Source: an optimization exercise on an open RTL-to-GDS flow (aim: small area and a short achievable clock period). Production flows keep margins and buffers that such runs may drop.
Function was not checked in any run shown here: the RTL went through the layout flow alone.
Power is estimated from default activity; no workload was simulated.

## flow/design.v (module list and top-level ports; edited modules follow where they fit)
// module mul8: 14 lines
// module mul16: 1095 lines
// module mul16_fa: 4 lines
// module mul16_cpa: 143 lines
// module mul16_xnor: 3 lines
module mul16(
    input clk,
    input logic[15:0] a,
    input logic[15:0] b,
    output logic[31:0] r
);
  // ...
==> flow/flow/run.sh <==
#!/bin/bash
set -uo pipefail
here=$(pwd)
export BUFFER_PORTS_ARGS="-buffer_cell sky130_fd_sc_hd__buf_4"
export PRE_RESIZE_TCL="$here/flow/outbuf.tcl"
bash standard.sh > standard.log 2>&1
==> flow/flow/outbuf.tcl <==
# Sourced by ORFS's resize.tcl before repair_design: the buffer that buffer_ports put on
# each output port becomes a sky130_fd_sc_hd__buf_1.
set n 0
foreach port [get_ports -filter "direction==output"] {
  set net [get_nets [get_full_name $port]]
  foreach pin [get_pins -of_objects $net -filter "direction==output"] {
    set inst [get_cells -of_objects $pin]
    if {[get_property $inst ref_name] eq "sky130_fd_sc_hd__buf_4"} {
      replace_cell $inst sky130_fd_sc_hd__buf_1
      incr n
    }
  }
}
puts "outbuf.tcl: $n output buffers made buf_1"
==> flow/standard.sh <==
#!/bin/bash
# synth_recipe.tcl (not shown) runs the flow's synth.tcl, then flattens the netlist and writes it again
# the make line also repeats each setting of config.mk as NAME=value (left out here)
make -C /OpenROAD-flow-scripts/flow DESIGN_CONFIG=/design/flow/config.mk WORK_HOME=/design/flow/orfs CLKGATE_MAP_FILE= SYNTH_SCRIPT=/design/flow/synth_recipe.tcl "${@:-finish}"
==> flow/config.mk <==
export PLATFORM = sky130hd
export DESIGN_NAME = mul16
export DESIGN_NICKNAME = mul16
export VERILOG_FILES = /design/flow/design.v
export SDC_FILE = /design/flow/constraint.sdc
export NUM_CORES = 4
export LEC_CHECK = 0
export CAP_MARGIN = 20
export CORE_MARGIN = 2
export CORE_UTILIZATION = 40
export CTS_BUF_LIST = sky130_fd_sc_hd__clkbuf_8
export CTS_CLUSTER_SIZE = 12
export SETUP_SLACK_MARGIN = 2.0
export SLEW_MARGIN = 20
export SYNTH_HIERARCHICAL = 1
export SYNTH_MINIMUM_KEEP_SIZE = 0
==> flow/constraint.sdc <==
create_clock -name core_clock -period 5.5 [get_ports {clk}]
set_input_delay 1.1000 -clock core_clock [delete_from_list [all_inputs] [get_ports {clk}]]
set_output_delay 1.1000 -clock core_clock [all_outputs]
set_load 0.01 [all_outputs]
==> impl_metrics.py, run 1 <==
metrics = {
    "finish": {
        "buffers": 65,
        "multi_input_area_sq_mm": 0.006452,
        "antenna_cells": 0,
        "final_common_cell": "nand2_1",
    },
    "grt": {
        "grtUsageMet3": 0.03473,
        "top_usage_layer": "met2",
    },
    "timing": {
        "timing.hold.ws_ns": 0.3617,
        "tightest_slew_ns": 0.4350,
    },
    "power_and_ir_drop": {
        "power_leader": "combinational logic",
        "p_sw_w": 0.002360,
    },
    "run_status": {
        "status": "no timing/DRC/antenna violations",
    },
    "logic_synthesis": {
        "syn-cell-area_sq_mm": 0.008728,
    },
    "cts": {
        "numCtsBuffers": 9,
        "cts_root_buf": "clkbuf_8",
    },
    "routing": {
        "highest_layer": "met4",
        "drtAntennaViolNets": 0,
        "via_per_inst": 5.045,
    },
    "min_path": {
        "hold_start": "q[5]",
        "hold_class": "register to register",
    },
    "floorplanning": {
        "dieArea_sq_mm": 0.02302,
        "fp.dieH_um": 151.7,
        "io_pins": 65,
    },
    "critical_path": {
        "critPathKind": "input pin to register",
        "worstPathArrival_ns": 3.65,
        "cp_cell_sequence": "buf_4, nand2_1, fa_2, fa_1, fa_1, fa_2, fa_1",
        "worst-path-buf-inv": 1,
        "reg2reg_depth": 10,
    },
}
==> module mul16_cpa, before the edit <==
module mul16_cpa(input [25:0] gi, input [25:0] pi, output [24:0] co);
    wire g0 = gi[0] | pi[0];
    wire p0 = pi[0];
    wire g1 = gi[1];
    wire p1 = pi[1];
    wire g2 = gi[2];
    wire p2 = pi[2];
    wire g3 = gi[3];
    wire p3 = pi[3];
    wire g4 = gi[4];
    wire p4 = pi[4];
    wire g5 = gi[5];
    wire p5 = pi[5];
    wire g6 = gi[6];
    wire p6 = pi[6];
    wire g7 = gi[7];
    wire p7 = pi[7];
    wire g8 = gi[8];
    wire p8 = pi[8];
    wire g9 = gi[9];
    wire p9 = pi[9];
    wire g10 = gi[10];
    wire p10 = pi[10];
    wire g11 = gi[11];
    wire p11 = pi[11];
    wire g12 = gi[12];
    wire p12 = pi[12];
    wire g13 = gi[13];
    wire p13 = pi[13];
    wire g14 = gi[14];
    wire p14 = pi[14];
    wire g15 = gi[15];
    wire p15 = pi[15];
    wire g16 = gi[16];
    wire p16 = pi[16];
    wire g17 = gi[17];
    wire p17 = pi[17];
    wire g18 = gi[18];
    wire p18 = pi[18];
    wire g19 = gi[19];
    wire p19 = pi[19];
    wire g20 = gi[20];
    wire p20 = pi[20];
    wire g21 = gi[21];
    wire p21 = pi[21];
    wire g22 = gi[22];
    wire p22 = pi[22];
    wire g23 = gi[23];
    wire p23 = pi[23];
    wire g24 = gi[24];
    wire p24 = pi[24];
    wire g25 = gi[25];
    wire p25 = pi[25];
    wire G1 = g1 | (p1 & g0);
    wire P1 = p1 & p0;
    wire G2 = g3 | (p3 & g2);
    wire P2 = p3 & p2;
    wire G3 = g5 | (p5 & g4);
    wire P3 = p5 & p4;
    wire G4 = g7 | (p7 & g6);
    wire P4 = p7 & p6;
    wire G5 = g9 | (p9 & g8);
    wire P5 = p9 & p8;
    wire G6 = g11 | (p11 & g10);
    wire P6 = p11 & p10;
    wire G7 = g13 | (p13 & g12);
    wire P7 = p13 & p12;
    wire G8 = g15 | (p15 & g14);
    wire P8 = p15 & p14;
    wire G9 = g17 | (p17 & g16);
    wire P9 = p17 & p16;
    wire G10 = g19 | (p19 & g18);
    wire P10 = p19 & p18;
    wire G11 = g21 | (p21 & g20);
    wire P11 = p21 & p20;
    wire G12 = g23 | (p23 & g22);
    wire P12 = p23 & p22;
    wire G13 = g25 | (p25 & g24);
    wire P13 = p25 & p24;
    wire G14 = G2 | (P2 & G1);
    wire P14 = P2 & P1;
    wire G15 = G4 | (P4 & G3);
    wire P15 = P4 & P3;
    wire G16 = G6 | (P6 & G5);
    wire P16 = P6 & P5;
    wire G17 = G8 | (P8 & G7);
    wire P17 = P8 & P7;
    wire G18 = G10 | (P10 & G9);
    wire P18 = P10 & P9;
    wire G19 = G12 | (P12 & G11);
    wire P19 = P12 & P11;
    wire G20 = G15 | (P15 & G14);
    wire P20 = P15 & P14;
    wire G21 = G17 | (P17 & G16);
    wire P21 = P17 & P16;
    wire G22 = G19 | (P19 & G18);
    wire P22 = P19 & P18;
    wire G23 = G21 | (P21 & G20);
    wire P23 = P21 & P20;
    wire G24 = G22 | (P22 & G23);
    wire P24 = P22 & P23;
    wire G25 = G16 | (P16 & G20);
    wire P25 = P16 & P20;
    wire G26 = G18 | (P18 & G23);
    wire P26 = P18 & P23;
    wire G27 = G3 | (P3 & G14);
    wire P27 = P3 & P14;
    wire G28 = G5 | (P5 & G20);
    wire P28 = P5 & P20;
    wire G29 = G7 | (P7 & G25);
    wire P29 = P7 & P25;
    wire G30 = G9 | (P9 & G23);
    wire P30 = P9 & P23;
    wire G31 = G11 | (P11 & G26);
    wire P31 = P11 & P26;
    wire G32 = G13 | (P13 & G24);
    wire P32 = P13 & P24;
    wire G33 = g2 | (p2 & G1);
    wire P33 = p2 & P1;
    wire G34 = g4 | (p4 & G14);
    wire P34 = p4 & P14;
    wire G35 = g6 | (p6 & G27);
    wire P35 = p6 & P27;
    wire G36 = g8 | (p8 & G20);
    wire P36 = p8 & P20;
    wire G37 = g10 | (p10 & G28);
    wire P37 = p10 & P28;
    wire G38 = g12 | (p12 & G25);
    wire P38 = p12 & P25;
    wire G39 = g14 | (p14 & G29);
    wire P39 = p14 & P29;
    wire G40 = g16 | (p16 & G23);
    wire P40 = p16 & P23;
    wire G41 = g18 | (p18 & G30);
    wire P41 = p18 & P30;
    wire G42 = g20 | (p20 & G26);
    wire P42 = p20 & P26;
    wire G43 = g22 | (p22 & G31);
    wire P43 = p22 & P31;
    wire G44 = g24 | (p24 & G24);
    wire P44 = p24 & P24;
    assign co = {G44, G24, G43, G31, G42, G26, G41, G30, G40, G23, G39, G29, G38, G25, G37, G28, G36, G20, G35, G27, G34, G14, G33, G1, g0};
endmodule
==> run 2, diff against run 1 <==
--- a/flow/design.v
+++ b/flow/design.v
@@ -1166,93 +1166,135 @@
     wire p25 = pi[25];
     wire G1 = g1 | (p1 & g0);
     wire P1 = p1 & p0;
-    wire G2 = g3 | (p3 & g2);
-    wire P2 = p3 & p2;
-    wire G3 = g5 | (p5 & g4);
-    wire P3 = p5 & p4;
-    wire G4 = g7 | (p7 & g6);
-    wire P4 = p7 & p6;
-    wire G5 = g9 | (p9 & g8);
-    wire P5 = p9 & p8;
-    wire G6 = g11 | (p11 & g10);
-    wire P6 = p11 & p10;
-    wire G7 = g13 | (p13 & g12);
-    wire P7 = p13 & p12;
-    wire G8 = g15 | (p15 & g14);
-    wire P8 = p15 & p14;
-    wire G9 = g17 | (p17 & g16);
-    wire P9 = p17 & p16;
-    wire G10 = g19 | (p19 & g18);
-    wire P10 = p19 & p18;
-    wire G11 = g21 | (p21 & g20);
-    wire P11 = p21 & p20;
-    wire G12 = g23 | (p23 & g22);
-    wire P12 = p23 & p22;
-    wire G13 = g25 | (p25 & g24);
-    wire P13 = p25 & p24;
-    wire G14 = G2 | (P2 & G1);
-    wire P14 = P2 & P1;
-    wire G15 = G4 | (P4 & G3);
-    wire P15 = P4 & P3;
-    wire G16 = G6 | (P6 & G5);
-    wire P16 = P6 & P5;
-    wire G17 = G8 | (P8 & G7);
-    wire P17 = P8 & P7;
-    wire G18 = G10 | (P10 & G9);
-    wire P18 = P10 & P9;
-    wire G19 = G12 | (P12 & G11);
-    wire P19 = P12 & P11;
-    wire G20 = G15 | (P15 & G14);
-    wire P20 = P15 & P14;
-    wire G21 = G17 | (P17 & G16);
-    wire P21 = P17 & P16;
-    wire G22 = G19 | (P19 & G18);
-    wire P22 = P19 & P18;
-    wire G23 = G21 | (P21 & G20);
-    wire P23 = P21 & P20;
-    wire G24 = G22 | (P22 & G23);
-    wire P24 = P22 & P23;
-    wire G25 = G16 | (P16 & G20);
-    wire P25 = P16 & P20;
-    wire G26 = G18 | (P18 & G23);
-    wire P26 = P18 & P23;
-    wire G27 = G3 | (P3 & G14);
-    wire P27 = P3 & P14;
-    wire G28 = G5 | (P5 & G20);
-    wire P28 = P5 & P20;
-    wire G29 = G7 | (P7 & G25);
-    wire P29 = P7 & P25;
-    wire G30 = G9 | (P9 & G23);
-    wire P30 = P9 & P23;
-    wire G31 = G11 | (P11 & G26);
-    wire P31 = P11 & P26;
-    wire G32 = G13 | (P13 & G24);
-    wire P32 = P13 & P24;
-    wire G33 = g2 | (p2 & G1);
-    wire P33 = p2 & P1;
-    wire G34 = g4 | (p4 & G14);
-    wire P34 = p4 & P14;
-    wire G35 = g6 | (p6 & G27);
-    wire P35 = p6 & P27;
-    wire G36 = g8 | (p8 & G20);
-    wire P36 = p8 & P20;
-    wire G37 = g10 | (p10 & G28);
-    wire P37 = p10 & P28;
-    wire G38 = g12 | (p12 & G25);
-    wire P38 = p12 & P25;
-    wire G39 = g14 | (p14 & G29);
-    wire P39 = p14 & P29;
-    wire G40 = g16 | (p16 & G23);
-    wire P40 = p16 & P23;
-    wire G41 = g18 | (p18 & G30);
-    wire P41 = p18 & P30;
-    wire G42 = g20 | (p20 & G26);
-    wire P42 = p20 & P26;
-    wire G43 = g22 | (p22 & G31);
-    wire P43 = p22 & P31;
-    wire G44 = g24 | (p24 & G24);
-    wire P44 = p24 & P24;
-    assign co = {G44, G24, G43, G31, G42, G26, G41, G30, G40, G23, G39, G29, G38, G25, G37, G28, G36, G20, G35, G27, G34, G14, G33, G1, g0};
+    wire G2 = g2 | (p2 & G1);
+    wire P2 = p2 & P1;
+    wire G3 = g3 | (p3 & G2);
+    wire P3 = p3 & P2;
+    wire G4 = g4 | (p4 & G3);
+    wire P4 = p4 & P3;
+    wire G5 = g6 | (p6 & g5);
+    wire P5 = p6 & p5;
+    wire G6 = g7 | (p7 & G5);
+    wire P6 = p7 & P5;
+    wire G7 = g5 | (p5 & G4);
+    wire P7 = p5 & P4;
+    wire G8 = G5 | (P5 & G4);
+    wire P8 = P5 & P4;
+    wire G9 = G6 | (P6 & G4);
+    wire P9 = P6 & P4;
+    wire G10 = g9 | (p9 & g8);
+    wire P10 = p9 & p8;
+    wire G11 = g10 | (p10 & G10);
+    wire P11 = p10 & P10;
+    wire G12 = g8 | (p8 & G9);
+    wire P12 = p8 & P9;
+    wire G13 = G10 | (P10 & G9);
+    wire P13 = P10 & P9;
+    wire G14 = G11 | (P11 & G9);
+    wire P14 = P11 & P9;
+    wire G15 = g12 | (p12 & g11);
+    wire P15 = p12 & p11;
+    wire G16 = g15 | (p15 & g14);
+    wire P16 = p15 & p14;
+    wire G17 = g16 | (p16 & G16);
+    wire P17 = p16 & P16;
+    wire G18 = g17 | (p17 & G17);
+    wire P18 = p17 & P17;
+    wire G19 = g14 | (p14 & g13);
+    wire P19 = p14 & p13;
+    wire G20 = G16 | (P16 & g13);
+    wire P20 = P16 & p13;
+    wire G21 = G17 | (P17 & g13);
+    wire P21 = P17 & p13;
+    wire G22 = G18 | (P18 & g13);
+    wire P22 = P18 & p13;
+    wire G23 = g19 | (p19 & g18);
+    wire P23 = p19 & p18;
+    wire G24 = g20 | (p20 & G23);
+    wire P24 = p20 & P23;
+    wire G25 = g21 | (p21 & G24);
+    wire P25 = p21 & P24;
+    wire G26 = g22 | (p22 & G25);
+    wire P26 = p22 & P25;
+    wire G27 = g23 | (p23 & G26);
+    wire P27 = p23 & P26;
+    wire G28 = g24 | (p24 & G27);
+    wire P28 = p24 & P27;
+    wire G29 = g25 | (p25 & G28);
+    wire P29 = p25 & P28;
+    wire G30 = g18 | (p18 & G22);
+    wire P30 = p18 & P22;
+    wire G31 = G23 | (P23 & G22);
+    wire P31 = P23 & P22;
+    wire G32 = G24 | (P24 & G22);
+    wire P32 = P24 & P22;
+    wire G33 = G25 | (P25 & G22);
+    wire P33 = P25 & P22;
+    wire G34 = G26 | (P26 & G22);
+    wire P34 = P26 & P22;
+    wire G35 = G27 | (P27 & G22);
+    wire P35 = P27 & P22;
+    wire G36 = G28 | (P28 & G22);
+    wire P36 = P28 & P22;
+    wire G37 = G29 | (P29 & G22);
+    wire P37 = P29 & P22;
+    wire G38 = g13 | (p13 & G15);
+    wire P38 = p13 & P15;
+    wire G39 = G19 | (P19 & G15);
+    wire P39 = P19 & P15;
+    wire G40 = G20 | (P20 & G15);
+    wire P40 = P20 & P15;
+    wire G41 = G21 | (P21 & G15);
+    wire P41 = P21 & P15;
+    wire G42 = G22 | (P22 & G15);
+    wire P42 = P22 & P15;
+    wire G43 = G30 | (P30 & G15);
+    wire P43 = P30 & P15;
+    wire G44 = G31 | (P31 & G15);
+    wire P44 = P31 & P15;
+    wire G45 = G32 | (P32 & G15);
+    wire P45 = P32 & P15;
+    wire G46 = G33 | (P33 & G15);
+    wire P46 = P33 & P15;
+    wire G47 = G34 | (P34 & G15);
+    wire P47 = P34 & P15;
+    wire G48 = G35 | (P35 & G15);
+    wire P48 = P35 & P15;
+    wire G49 = G36 | (P36 & G15);
+    wire P49 = P36 & P15;
+    wire G50 = G37 | (P37 & G15);
+    wire P50 = P37 & P15;
+    wire G51 = g11 | (p11 & G14);
+    wire P51 = p11 & P14;
+    wire G52 = G15 | (P15 & G14);
+    wire P52 = P15 & P14;
+    wire G53 = G38 | (P38 & G14);
+    wire P53 = P38 & P14;
+    wire G54 = G39 | (P39 & G14);
+    wire P54 = P39 & P14;
+    wire G55 = G40 | (P40 & G14);
+    wire P55 = P40 & P14;
+    wire G56 = G41 | (P41 & G14);
+    wire P56 = P41 & P14;
+    wire G57 = G42 | (P42 & G14);
+    wire P57 = P42 & P14;
+    wire G58 = G43 | (P43 & G14);
+    wire P58 = P43 & P14;
+    wire G59 = G44 | (P44 & G14);
+    wire P59 = P44 & P14;
+    wire G60 = G45 | (P45 & G14);
+    wire P60 = P45 & P14;
+    wire G61 = G46 | (P46 & G14);
+    wire P61 = P46 & P14;
+    wire G62 = G47 | (P47 & G14);
+    wire P62 = P47 & P14;
+    wire G63 = G48 | (P48 & G14);
+    wire P63 = P48 & P14;
+    wire G64 = G49 | (P49 & G14);
+    wire P64 = P49 & P14;
+    wire G65 = G50 | (P50 & G14);
+    wire P65 = P50 & P14;
+    assign co = {G64, G63, G62, G61, G60, G59, G58, G57, G56, G55, G54, G53, G52, G51, G14, G13, G12, G9, G8, G7, G4, G3, G2, G1, g0};
 endmodule
 module mul16_xnor(input x, input y, output s);
     assign s = ~(x ^ y);
==> run 2 against run 1 <==
Net effect: die area about the same; highest routed layer is now met5; maximum frequency about the same; sequential share of layout area decreased by 0.081 points; clock power increased by 38%; combinational power about the same; still clean on timing, DRC and antenna; critical path depth unchanged; hold slack improved by 0.0045 ns; setup slack got worse by 0.0025 ns; total power increased by 3.0%.
==> impl_metrics.py, run 2 <==
metrics = {
    "cts": {
        "htree_levels": 3,
        "cts_setup_buffers": 0,
        "cts_tree": "done",
        "hold_buffers": 0,
        "clkSinkCount": 99,
        "numCtsBuffers": 9,
        "clkTransAtPathRegs_ns": 0.11,
        "cts_buffer_depth": 2,
        "cts_resized": 0,
        "cts_root_buf": "clkbuf_8",
        "clock_latency_ns": 0.41,
    },
    "floorplanning": {
        "start_util": 0.4033,
        "rows": 54,
        "fp.dieH_um": 151.6,
        "dieArea_sq_mm": 0.02300,
        "core_sq_mm": 0.02162,
        "io_pins": 65,
        "fp.dieW_um": 151.6,
    },
    "timing": {
        "setup_violations": 0,
        "fmax_ghz": 0.2960,
        "tightest_slew_ns": 0.3831,
        "slew_violations": 0,
        "hold_viol_final": 0,
        "fin_crit_ns": 3.378,
        "setup_tns_ns": 0,
        "fin_skew_ns": 0.02057,
        "fin_crit_sh": 0.6143,
        "grt_setup_unrepaired": "no",
        "relSlewSlack": 0.7429,
    },
    "critical_path": {
        "cp.required_ns": 5.78,
        "path_delay_family": "adder cells",
        "crit_top_cell": "fa_1",
        "path_max_fanout": 17,
        "cp_cell_sequence": "buf_4, nand2_1, fa_2, fa_1, fa_1, fa_2, fa_1",
        "cpMaxStageDelayCell": "fa_1",
        "cp-end-kind": "register",
        "cp_slowest_stage_delay_ns": 0.50,
        "critPathKind": "input pin to register",
        "worstPathArrival_ns": 3.66,
        "cp-start-kind": "input pin",
        "worst-path-buf-inv": 1,
    },
    "finish": {
        "mostFrequentLayoutCells": "251 x nand2_1, 136 x fa_1, 99 x dfxtp_1",
        "area_growth_pct": 7.950,
        "largest_reg_flops": 67,
        "final_common_cell": "nand2_1",
        "regMostFlops": "q",
        "drive_gt1_frac": 0.1875,
        "fin_nets": 1053,
        "top_regs": "q x67, r x32",
        "antenna_cells": 0,
    },
    "logic_synthesis": {
        "yosysWarnings": 7,
        "synth_area_per_cell_sq_um": 10.78,
        "syn-cell-area_sq_mm": 0.008720,
        "synthesis.instances": 809,
        "synth_nets": 1067,
    },
    "power_and_ir_drop": {
        "ir_worst_vdd_mv": 0.3232,
        "power.leakage_nw": 3.363,
        "p_total_w": 0.005587,
        "power_density_mw_per_mm2": 593.5,
    },
    "grt": {
        "grt_util_all_layers": 0.1894,
        "overflow": 0,
        "grt_max_degree": 19,
        "grt_pass1_wl_um": 32310,
        "antenna_found_initial": 1,
        "grt_pass1_vias": 5974,
    },
    "routing": {
        "drtPass1Iterations": 4,
        "via_per_inst": 5.065,
        "drtAntennaViolNets": 0,
        "drc": 0,
        "drt_first_iter_violations": 304,
        "wl_per_cell_um": 18.45,
        "wirelength_um": 19920,
        "vias": 5470,
    },
    "placement": {
        "port_buffers": 64,
        "dp_hpwl_um": 14790,
        "place.gp.congestion": 0.8515,
    },
    "min_path": {
        "hold_class": "register to register",
    },
    "flow_run": {
        "maxCapViolCount": 0,
    },
    "run_status": {
        "status": "no timing/DRC/antenna violations",
    },
}
run 2: layer usage:
| metal | global-route usage | share of wire | vias up |
|---|---|---|---|
| li1 | - | - | 2403 |
| met1 | 0.2586 | 0.45 | 2821 |
| met2 | 0.2962 | 0.45 | 213 |
| met3 | 0.04401 | 0.077 | 31 |
| met4 | 0.07037 | 0.022 | 2 |
| met5 | 0 | 0.00050 | - |
run 2: final timing paths:
kind,start,slack (ns),to,depth (start not counted)
setup / recovery,a[1],2.12,q[39],7
hold reg to reg,q[4],0.37,r[4],1
hold / removal,q[4],0.37,r[4],1
setup reg to reg,q[22],2.20,r[30],11
run 2: through the flow:
stage | utilization | instances | hold WS [ns] | instance area, sq um | setup slack, ns
final | 0.4354 | 1080 | 0.3662 | 9413 | 2.122
after global routing | 0.4354 | 1080 | 0.3803 | 9413 | 2.049
after CTS | 0.4354 | 1080 | 0.3678 | 9413 | 2.119
after detailed placement | 0.4237 | 1064 | 0.3420 | 9161 | 1.704
after global placement | 0.4293 | 1064 | 0.3433 | 9281 | 1.737
after floorplan | - | 809 | 0.3379 | 9409 | 1.835
run 2: cell type report:
cell class | count | area, sq um
tap | 280 | 350.3
timing repair buffer | 64 | 360.3
sequential | 99 | 1982
multi-input combinational | 611 | 6431
clock buffer | 9 | 123.9
fill | 2057 | 12210
clock inverter | 7 | 127.6
inverter | 10 | 37.54
run 2: where the power goes:
group          leakage (nW)  internal, W  switching [W]
logic                  2.40      0.00174        0.00199
clock network         0.127     0.000310       0.000298
registers             0.833      0.00112       0.000130
total                  3.36      0.00317        0.00242

==> afterwards: timing with drivers on the ports <==
No port has a modelled driver above. Below, the same layouts with a new extraction and two added sets of constraints.
Step 1 sets driving cells, clkbuf_16 on the clock port and buf_2 on the other inputs (assumed; they add their load-dependent delay and slew).
Step 2 times the ports against the registers' clock, not the clock port: input delays grow and output delays shrink by t, the midpoint of the rising clock arrivals with the driver on.
a / b / c = ideal / step 1 / step 2; a / b = the first two.
run	t (ns)	setup WS [ns]	worst setup path after step 2	worst slew at a driven data input, ns
run 1	0.424	2.124 / 2.133 / 1.709	input to register	0.05
run 2	0.440	2.122 / 2.138 / 1.698	input to register	0.07
After both steps every run listed still meets setup and hold. For run 2, which loses most, drivers alone change the setup slack by +0.016 ns; drivers and shift together by -0.424 ns.
